Context: an optimization exercise on an open-source flow, tuned for small area, a short achievable clock period and few clock cycles per item. The choices shown serve that exercise and are no tape-out recipe. In this exercise RTL edits were held to simulation tests only and were not proved equivalent to the original. Power figures rest on the tool's default switching activity, not on a simulated workload.

north:
## matvecmult
module matvecmult(
    CLK,
    RST,
    vector_x,
    vector_b,
    vector_y,
    Q,
    A,
    finish
);
clock: 10.0 ns
lec_check: 0
cap_margin: 20
core_margin: 2
core_utilization: 40
slew_margin: 20
synth_hierarchical: 1
synth_minimum_keep_size: 0
standard.sh (not shown) runs the stock make flow with config.mk's settings and CLKGATE_MAP_FILE= SYNTH_SCRIPT=/design/flow/synth_recipe.tcl, a recipe that flattens the netlist after the stock synthesis.
==> flow/flow/run.sh <==
#!/bin/bash
set -euo pipefail
export PRE_GLOBAL_PLACE_TCL="$PWD/flow/buffer_ports.tcl"
export SETUP_SLACK_MARGIN=6.7
bash standard.sh > standard_make.log 2>&1
==> flow/flow/buffer_ports.tcl <==
# Port buffers: buf_2 on the inputs (they fan out to several gates), buf_1 on
# the outputs.  Replaces the single buffer_ports call of global_place.tcl.
rename buffer_ports my_orig_buffer_ports
proc buffer_ports {args} {
  my_orig_buffer_ports -inputs -buffer_cell sky130_fd_sc_hd__buf_2
  my_orig_buffer_ports -outputs -buffer_cell sky130_fd_sc_hd__buf_1
}
north finished end to end and its layout was clean on timing, DRC and antenna.
Testbench counts of north, summed over its fixed seeds: cycles 43,200, items 2,400.
Changes in south relative to north:
==> flow/flow/run.sh <==
#!/bin/bash
set -euo pipefail
export BUFFER_PORTS_ARGS="-buffer_cell sky130_fd_sc_hd__buf_2"
bash standard.sh > standard_make.log 2>&1
removed: flow/flow/buffer_ports.tcl
--- outcome ---
Area of all placed cells without fillers shrinks by more than 10% when moving from north to south. south vs north on relative contribution of the clock network to total power: south is the higher one. Re final worst-path cycle share: north was lower than south. south ended up with a higher clock-buffer cell count than north did. Looking only at critical path arrival, and setting everything else aside, the lower value of north and south goes to north. Relative to north, the top fanout value on the critical path of south is higher by 5. Final global-route overflow total: north vs south identical. | power | south vs north | better |.
## Diff of input files: east against south
==> flow/flow/run.sh <==
#!/bin/bash
set -euo pipefail
export PRE_GLOBAL_PLACE_TCL="$PWD/flow/buffer_ports.tcl"
bash standard.sh > standard_make.log 2>&1
==> flow/flow/buffer_ports.tcl (new file) <==
# Port buffers: buf_2 on the inputs (they fan out to several gates), buf_1 on
# the outputs.  Replaces the single buffer_ports call of global_place.tcl.
rename buffer_ports my_orig_buffer_ports
proc buffer_ports {args} {
  my_orig_buffer_ports -inputs -buffer_cell sky130_fd_sc_hd__buf_2
  my_orig_buffer_ports -outputs -buffer_cell sky130_fd_sc_hd__buf_1
}
Notes after the runs:
- east ran to completion and came out clean on the timing, DRC and antenna checks.
- Min diode insertion count for antenna repair across south and east: east
- Against south, east comes in about 1.7% lower on total power after layout.
- Compared east vs south, and non-clock buffer area fraction after layout is down in east.
- Between south and east, the headroom to the max-slew limit is higher for east.

---

Starting RTL as in the previous note.
Settings: LEC_CHECK=0, CAP_MARGIN=20, CORE_MARGIN=2, CORE_UTILIZATION=50, SLEW_MARGIN=20, SYNTH_HIERARCHICAL=1, SYNTH_MINIMUM_KEEP_SIZE=0; clock period 10.0 ns.
==> flow/flow/run.sh <==
#!/bin/bash
set -euo pipefail
export PRE_GLOBAL_PLACE_TCL="$PWD/flow/buffer_ports.tcl"
bash standard.sh > standard_make.log 2>&1
==> flow/flow/buffer_ports.tcl <==
# Port buffers: buf_2 on the inputs that feed the partial products (Q and
# vector_x fan out to several gates), buf_1 on the other inputs and on the
# outputs.  Replaces the single buffer_ports call of global_place.tcl.
rename buffer_ports my_orig_buffer_ports
proc buffer_ports {args} {
  my_orig_buffer_ports -inputs -buffer_cell sky130_fd_sc_hd__buf_2
  my_orig_buffer_ports -outputs -buffer_cell sky130_fd_sc_hd__buf_1
  set small [get_lib_cells sky130_fd_sc_hd__buf_1]
  set n 0
  foreach bterm [[ord::get_db_block] getBTerms] {
    set name [$bterm getName]
    if {![string match {vector_b*} $name] && $name ne "RST"} { continue }
    foreach iterm [[$bterm getNet] getITerms] {
      set inst [$iterm getInst]
      if {[[$inst getMaster] getName] eq "sky130_fd_sc_hd__buf_2"} {
        replace_cell [get_cells [$inst getName]] $small
        incr n
      }
    }
  }
  puts "buffer_ports.tcl: $n input buffers set to buf_1"
}
Testbench counts at the start, summed over its fixed seeds: cycles 43,200, items 2,400.
Edit:
==> flow/flow/run.sh (replaced) <==
#!/bin/bash
set -euo pipefail
export PRE_GLOBAL_PLACE_TCL="$PWD/flow/buffer_ports.tcl"
export SETUP_SLACK_MARGIN=6.5
bash standard.sh > standard_make.log 2>&1
==> flow/flow/buffer_ports.tcl (replaced) <==
# Port buffers: buf_2 on the inputs (they fan out to several gates), buf_1 on
# the outputs.  Replaces the single buffer_ports call of global_place.tcl.
rename buffer_ports my_orig_buffer_ports
proc buffer_ports {args} {
  my_orig_buffer_ports -inputs -buffer_cell sky130_fd_sc_hd__buf_2
  my_orig_buffer_ports -outputs -buffer_cell sky130_fd_sc_hd__buf_1
}
- CORE_UTILIZATION: 50 -> 40
Result: Final cell count went up by a few percent. Core utilization went down by 11 points. Total power went up by a few percent. Design area went up by a few percent. Critical path depth stays the same. Non-clock buffer count went up by 2. Worst hold slack gains 0.0057 ns.
Edit:
==> flow/flow/run.sh (replaced) <==
#!/bin/bash
set -euo pipefail
export PRE_GLOBAL_PLACE_TCL="$PWD/flow/buffer_ports.tcl"
bash standard.sh > standard_make.log 2>&1
- CORE_UTILIZATION: 40 -> 62
- PLACE_DENSITY: unset -> 0.75
=>
- non-clock buffer count came out lower by 1
- routed wire length came out lower by a few percent
- clock skew stays flat
- worst setup slack got worse by 0.12 ns
- final area came out lower by a few percent
- worst hold slack got worse by 0.0035 ns
- first-iteration DRC count came out higher by well over a third
- power came out lower by a few percent
- via count came out higher by a few percent
- area after synthesis is unchanged
- maximum frequency came out lower by a few percent
Edit:
- CORE_UTILIZATION: 62 -> 40
- CTS_BUF_LIST: unset -> sky130_fd_sc_hd__clkbuf_4 sky130_fd_sc_hd__clkbuf_8
- PLACE_DENSITY: 0.75 -> unset
What happened: Design area rose by 1.8%; wire length increases by 6.5%; global-route usage went down by 10 points; worst hold slack stays flat; via count goes down by 2.0%; power goes up by 0.36%; clock skew rises by 0.035 ns; count of clock-buffer cells in the layout climbs by 32; setup slack improved by 0.050 ns; sequential share of layout area is lower by 0.56 points.

---

Another version of the RTL of matvecmult (not shown whole).
Size: about 1300 cells after synthesis, ~240 flip-flops, ~0.016 mm^2 of cells after synthesis.
export LEC_CHECK = 0
export CAP_MARGIN = 20
export CORE_MARGIN = 2
export CORE_UTILIZATION = 55
export CTS_BUF_LIST = sky130_fd_sc_hd__clkbuf_8
export SLEW_MARGIN = 20
export SYNTH_HIERARCHICAL = 1
export SYNTH_MINIMUM_KEEP_SIZE = 0
create_clock -name core_clock -period 10.0 [get_ports {CLK}]
==> flow/flow/run.sh <==
#!/bin/bash
set -euo pipefail
export BUFFER_PORTS_ARGS="-buffer_cell sky130_fd_sc_hd__buf_1"
bash standard.sh > standard_make.log 2>&1
The first run went through all stages and came out clean.
Testbench counts at the start, summed over its fixed seeds: cycles 43,200, items 2,400.
Change:
==> flow/flow/run.sh (replaced) <==
#!/bin/bash
set -euo pipefail
export BUFFER_PORTS_ARGS="-buffer_cell sky130_fd_sc_hd__buf_2"
bash standard.sh > standard_make.log 2>&1
- CORE_UTILIZATION: 55 -> 40
- CTS_BUF_LIST: sky130_fd_sc_hd__clkbuf_8 -> unset
=> The changed run passed the timing, DRC and antenna checks. Worst setup slack gains 0.23 ns. Wire length grows by a few percent. Final cell count grows by a few percent.

---

RTL: one of the versions met above, not the one the previous note started from.
Size: ~1400 cells after synthesis, about 520 I/O pins, about 0.016 mm^2 of cells after synthesis.
Settings: LEC_CHECK=0, CAP_MARGIN=20, CORE_MARGIN=2, CORE_UTILIZATION=40, SLEW_MARGIN=20, SYNTH_HIERARCHICAL=1, SYNTH_MINIMUM_KEEP_SIZE=0; clock period 10.0 ns.
==> flow/flow/run.sh <==
#!/bin/bash
set -euo pipefail
export PRE_GLOBAL_PLACE_TCL="$PWD/flow/buffer_ports.tcl"
bash standard.sh > standard_make.log 2>&1
==> flow/flow/buffer_ports.tcl <==
# Port buffers: buf_2 on the inputs that feed the partial products (Q and
# vector_x fan out to several gates), buf_1 on the other inputs and on the
# outputs.  Replaces the single buffer_ports call of global_place.tcl.
rename buffer_ports my_orig_buffer_ports
proc buffer_ports {args} {
  my_orig_buffer_ports -inputs -buffer_cell sky130_fd_sc_hd__buf_2
  my_orig_buffer_ports -outputs -buffer_cell sky130_fd_sc_hd__buf_1
  set small [get_lib_cells sky130_fd_sc_hd__buf_1]
  set n 0
  foreach bterm [[ord::get_db_block] getBTerms] {
    set name [$bterm getName]
    if {![string match {vector_b*} $name] && $name ne "RST"} { continue }
    foreach iterm [[$bterm getNet] getITerms] {
      set inst [$iterm getInst]
      if {[[$inst getMaster] getName] eq "sky130_fd_sc_hd__buf_2"} {
        replace_cell [get_cells [$inst getName]] $small
        incr n
      }
    }
  }
  puts "buffer_ports.tcl: $n input buffers set to buf_1"
}
Testbench counts at the start, summed over its fixed seeds: cycles 43,200, items 2,400.
Change:
--- a/flow/flow/buffer_ports.tcl
+++ b/flow/flow/buffer_ports.tcl
@@ -10,7 +10,5 @@
-  foreach bterm [[ord::get_db_block] getBTerms] {
-    set name [$bterm getName]
-    if {![string match {vector_b*} $name] && $name ne "RST"} { continue }
-    foreach iterm [[$bterm getNet] getITerms] {
-      set inst [$iterm getInst]
-      if {[[$inst getMaster] getName] eq "sky130_fd_sc_hd__buf_2"} {
-        replace_cell [get_cells [$inst getName]] $small
+  foreach port [get_ports {vector_b* RST}] {
+    foreach pin [get_pins -of_objects [get_nets -of_objects $port]] {
+      set inst [get_cells -of_objects $pin]
+      if {[get_property [get_property $inst liberty_cell] name] eq "sky130_fd_sc_hd__buf_2"} {
+        replace_cell $inst $small
Settings changed: CORE_UTILIZATION 40 to 50.
With this change the flow never finished: it broke off in global placement (3_3_place_gp) (STA-0100).
Area after synthesis does not change.
Synthesized cell count stays the same.
Change:
==> flow/flow/buffer_ports.tcl (replaced) <==
# Port buffers: buf_2 on the inputs (they fan out to several gates), buf_1 on
# the outputs.  Replaces the single buffer_ports call of global_place.tcl.
rename buffer_ports my_orig_buffer_ports
proc buffer_ports {args} {
  my_orig_buffer_ports -inputs -buffer_cell sky130_fd_sc_hd__buf_2
  my_orig_buffer_ports -outputs -buffer_cell sky130_fd_sc_hd__buf_1
}
Settings changed: CORE_UTILIZATION 50 to 55, PLACE_DENSITY from default to 0.7.
With this change the flow finished clean.
Area after synthesis is unchanged.
Synthesized cell count is unchanged.
Change:
Settings changed: CORE_UTILIZATION 55 to 40, PLACE_DENSITY 0.7 to 0.8.
Total power grows by 1.0%.
Synthesized cell count stays the same.
Die area grows by 37%.
Wire length grows by 3.7%.
Maximum frequency shrinks by 2.2%.

what the ideal ports hide:
In the flow no input, the clock included, has a driving cell. The finished layouts below were timed again as built, in two steps. Step 1 sets driving cells, clkbuf_16 on the clock port and buf_2 on the other inputs (assumed; they add their load-dependent delay and slew). Step 2 moves the port delays by t, midway between the first and last clock arrival at a register: inputs arrive t later, outputs are due t later. That takes back most of the time a late clock gives input paths. Three values: ideal, step 1, step 2; two values: the first two.
run | t, ns | setup slack, ns | worst data-port slew with drivers (ns) | pins driven straight from the clock port
north | 0.583 | 6.607 / 6.607 / 6.046 | 0.10 | 1
south | 0.580 | 6.357 / 6.387 / 5.807 | 0.10 | 1
east | 0.569 | 6.400 / 6.427 / 5.858 | 0.10 | 1
the first run of note 2 | 0.573 | 6.408 / 6.419 / 5.846 | 0.12 | 1
the second run of note 2 | 0.575 | 6.505 / 6.527 / 5.952 | 0.09 | 1
the third run of note 2 | 0.571 | 6.386 / 6.414 / 5.843 | 0.12 | 1
the fourth run of note 2 | 0.578 | 6.437 / 6.442 / 5.885 | 0.11 | 1
the first run of note 3 | 0.605 | 6.106 / 6.118 / 5.512 | 0.11 | 1
the second run of note 3 | 0.556 | 6.339 / 6.339 / 5.816 | 0.11 | 1
the first run of note 4 | 0.570 | 6.394 / 6.394 / 5.856 | 0.10 | 1
the third run of note 4 | 0.585 | 6.448 / 6.477 / 5.893 | 0.11 | 1
the fourth run of note 4 | 0.569 | 6.368 / 6.368 / 5.841 | 0.12 | 1
After both steps setup and hold are still met in every run listed. For the first run of note 3, which loses most, drivers alone change the setup slack by +0.012 ns; drivers and shift together by -0.594 ns.
